This design comes from an exercise in tuning for small area, a short achievable clock period and few clock cycles per item on the open sky130 flow, not from production work. Only simulation tests tie the RTL to the original design; equivalence was not proved.

**design/flow/config.mk**
```make
export PLATFORM = sky130hd
export DESIGN_NAME = axis_matvec_mul
export DESIGN_NICKNAME = axis_matvec_mul
export VERILOG_FILES = /design/flow/design.v
export SDC_FILE = /design/flow/constraint.sdc
export NUM_CORES = 4
export LEC_CHECK = 0
export CAP_MARGIN = 20
export CORE_MARGIN = 2
export CORE_UTILIZATION = 40
export SLEW_MARGIN = 20
```
**design/flow/constraint.sdc**
```tcl
create_clock -name core_clock -period 8.0 [get_ports {clk}]
set_input_delay 1.6000 -clock core_clock [delete_from_list [all_inputs] [get_ports {clk}]]
set_output_delay 1.6000 -clock core_clock [all_outputs]
set_load 0.01 [all_outputs]
```
**design/flow/design.v**
```verilog
module matvec_mul #(
    parameter R=8, C=8, W_X=4, W_K=3,
    localparam W_Y = W_X + W_K + $clog2(C)
  )(
    input  logic [R*C*W_K-1:0] k,
    input  logic [C*W_X-1:0]   x,
    output logic [R*W_Y-1:0]   y
  );
  always_comb begin
    for (int r = 0; r < R; r++) begin
      logic signed [W_Y-1:0] acc;
      acc = '0;
      for (int c = 0; c < C; c++)
        acc = acc + $signed(k[(r*C+c)*W_K +: W_K]) * $signed(x[c*W_X +: W_X]);
      y[r*W_Y +: W_Y] = acc;
    end
  end
endmodule
module axis_matvec_mul #(
    parameter R=8, C=8, W_X=4, W_K=3,
    localparam W_Y = W_X + W_K + $clog2(C)
)(
    input  logic clk, rstn,
    output logic s_axis_kx_tready,
    input  logic s_axis_kx_tvalid,
    input  logic [R*C*W_K + C*W_X -1:0] s_axis_kx_tdata,
    input  logic m_axis_y_tready,
    output logic m_axis_y_tvalid,
    output logic [R*W_Y-1:0] m_axis_y_tdata
);
    logic [R*W_Y-1:0] y;
    matvec_mul #(
        .R(R), .C(C), .W_X(W_X), .W_K(W_K)
    ) MATVEC (
        .k(s_axis_kx_tdata[R*C*W_K-1:0]),
        .x(s_axis_kx_tdata[R*C*W_K +: C*W_X]),
        .y(y)
    );
    assign s_axis_kx_tready = !m_axis_y_tvalid || m_axis_y_tready;
    always_ff @(posedge clk or negedge rstn) begin
        if (!rstn)
            m_axis_y_tvalid <= 1'b0;
        else if (s_axis_kx_tready)
            m_axis_y_tvalid <= s_axis_kx_tvalid;
    end
    always_ff @(posedge clk) begin
        if (s_axis_kx_tready)
            m_axis_y_tdata <= y;
    end
endmodule
```
**design/flow/run.sh**
```bash
#!/bin/bash
# synth_recipe.tcl (not shown) runs the flow's synth.tcl, then flattens the netlist and writes it again
# the make line also repeats each setting of config.mk as NAME=value (left out here)
make -C /OpenROAD-flow-scripts/flow DESIGN_CONFIG=/design/flow/config.mk WORK_HOME=/design/flow/orfs CLKGATE_MAP_FILE= SYNTH_SCRIPT=/design/flow/synth_recipe.tcl finish
```
==> results.txt <==
Core Box Area 89,600 um^2; Worst-path clk slew 0.07 ns; Hold Buf Count CTS 0; Vias/cell 4.74; syn_area_per_cell 9.67 um^2; CP Capture Type flop; TritonCTS clock tree done; cell count after synthesis 3,724; Tightest Pin Transition 0.863 ns; first-pass GRT wire length 152,000 um; status no timing/DRC/antenna violations; Final Setup Violations 0; Max-Cap Viols 0; drt drc 0; Die Span X 304 um; cts repair resizes 0; Die Ht 304 um; worst r2r src m_axis_y_tvalid; post-synth top area cell fa_1; drt initial violations 1,181; cell area after synthesis 36,000 um^2; Num Clock Sinks 81; setup_tns 0 ns; CTS H-tree depth 3; data arrival time of the critical path 7.61 ns; drt pass-1 iters 5; Root Buffer clkbuf_16; Min-Delay Path Class flop to flop; initial antenna violation count 31; worst hold start m_axis_y_tvalid; Overall Global Routing Usage 0.218; clk latency of the worst-skew pair 0.43 ns; Starting Density 0.402; post-DP HPWL 83,400 um; synth unique cells 42; fmax 134 MHz; Finished Core Util 0.458; # Post-CTS Setup Buffers 0; vias in the first global route 26,926; Period minus WS final 7.45 ns; GRT Residual Overflow 0; Worst Path Required 8.16 ns; synthesis-to-finish area growth 14.0%; total number of vias 24,754; Slew Viols, Final 0; Total Wirelength 95,400 um; Reg area 2430 um^2; Critical path origin s_axis_kx_tdata[215]; Slew HR 0.425; # port buffers 309; Ys Warns 2; final period utilization 0.931; CP max FO 15; layout cells sized above 1 0.0335; ANT nets after route 0; IO Count 310; post-synth top area share 0.378; #FFs+latches synth 81; register area share after synthesis 0.0674; fillcell total 8,565; final hold viol count 0; worst setup path class primary input to flop; syn nets 5,224; Synth area leaders fa_1, ha_1, inv_1; # nets final 5,529; CTS buffer count 9; CP Launch Type primary input; Setup Skew 0.0142 ns; routability-driven placement congestion ratio 0.877; largest net degree at the start of global routing 47; RSZ-0062 raised after global routing false; clock tree buffer depth 2; row count 110; DR WL/cell 18.3 um; multi-input logic area 29,900 um^2; die area 92,400 um^2
[cells by family (layout without fill, tap and decap cells)]
group           after synthesis  count (layout)  share of synthesized area
other cells                   0              13                          0
compound gates              237             237                     0.0424
fa+ha+maj                  1272            1272                      0.584
mux                          24              24                    0.00744
flops                        81              81                     0.0674
buf+inv                     994            1304                      0.104
xor+xnor                    315             315                     0.0766
simple gates                801             801                      0.119
[worst paths after layout]
check	to	slack (ns)	cells past startpoint
max	m_axis_y_tdata[79]	0.55	20
min	m_axis_y_tvalid	0.98	2
max reg2reg	m_axis_y_tdata[7]	5.95	2
min reg2reg	m_axis_y_tvalid	0.98	2
max in group asynchronous	m_axis_y_tvalid	6.59	1
min in group asynchronous	m_axis_y_tvalid	1.32	1
[per-stage QoR]
stage,instances,hold slack (ns),setup WS [ns],area [um^2]
after floorplan,3724,1.30,0.845,36000
after global placement,5194,1.01,0.189,40700
after detailed placement,5194,1.02,0.132,40700
after CTS,5210,1.04,0.586,41000
after global routing,5215,1.07,0.240,41000
final,5223,0.979,0.550,41100
[cell usage in the layout (no fill, tap or decap), types with 5 or more instances in the layout]
| master | instances |
|---|---|
| clkdlybuf4s50_1 | 283 |
| nand3_1 | 7 |
| a21o_1 | 68 |
| nor3_1 | 9 |
| mux2_2 | 22 |
| edfxtp_1 | 80 |
| fa_1 | 680 |
| diode_2 | 13 |
| buf_4 | 38 |
| a221oi_1 | 5 |
| inv_1 | 930 |
| and2_1 | 299 |
| nor2_1 | 79 |
| clkbuf_16 | 9 |
| a21oi_1 | 88 |
| buf_2 | 26 |
| nand2b_1 | 104 |
| ha_1 | 592 |
| nand2_1 | 221 |
| xnor2_1 | 197 |
| o21ai_0 | 40 |
| buf_12 | 11 |
| o21bai_1 | 8 |
| nor2b_1 | 61 |
| xor2_1 | 118 |
[critical path, stage by stage]
cell and delay (ns):
clkdlybuf4s50_1 0.55, buf_4 0.27, and2_1 0.26, fa_1 0.43
ha_1 0.30, ha_1 0.22, fa_1 0.38, xor2_1 0.25
fa_1 0.50, fa_1 0.53, fa_1 0.55, inv_1 0.06
fa_1 0.54, inv_1 0.06, ha_1 0.36, a21o_1 0.18
a21oi_1 0.21, a31oi_1 0.12, nor2_1 0.12, xnor2_1 0.08
[Yosys cell counts (all sizes together)]
master	n
xor2	118
o41ai	1
o21ai	47
and3	4
a2111oi	3
nor2	79
nand3b	3
mux2	22
a311o	3
o22ai	1
clkbuf	63
a311oi	4
nand2b	108
or3	1
a21oi	91
or2	2
dfrtp	1
nor3	9
fa	680
edfxtp	80
and2	299
o211ai	2
nor2b	64
a21boi	1
a31oi	3
buf	1
nand4	1
nor4	3
nand2	221
nand3	7
inv	930
xnor2	197
a21o	68
a221oi	5
mux2i	2
ha	592
o21bai	8
[flip-flops by register name (all words and copies together) (netlist names)]
name and count:
m_axis_y_tdata 80, m_axis_y_tvalid 1
[area by class of cell]
class,count,area share
inverter,930,0.0850
tap,1176,0.0358
timing repair buffer,358,0.0845
multi-input combinational,2649,0.727
clock buffer,14,0.00692
clock inverter,2,0.000853
sequential,81,0.0591
antenna,13,0.000792
[routing by layer]
layer  global-route usage  up-vias  routed length (um)  part of all wire
met5                    0        -                 217            0.0023
met4               0.0606       36                2280             0.024
met3               0.0522      111                6660             0.070
met2                0.345      480               42900              0.45
met1                0.297    12256               43300              0.45
li1                     -    11871                   -                 -
Testbench counts, summed over its fixed seeds: cycles 520, items 512.

port drivers added, routing unchanged:
Ports are ideal in the flow. The routed layout listed here was re-timed in OpenROAD. Step 1 sets driving cells, clkbuf_16 on the clock port and buf_2 on the other inputs (assumed; they add their load-dependent delay and slew). Step 2, shift: input delay + t, output delay - t, t = (earliest + latest rising clock arrival at the registers) / 2. This alone moves slack from input paths to output paths. Slacks: no drivers / after step 1 / after step 2; pairs: no drivers / after step 1.
t, ns: 0.481
setup WS [ns]: 0.550 / 0.584 / 0.104
worst setup path after step 2: input to register
After both steps this run still meets setup and hold. For this run, drivers alone change the setup slack by +0.034 ns; drivers and shift together by -0.446 ns.
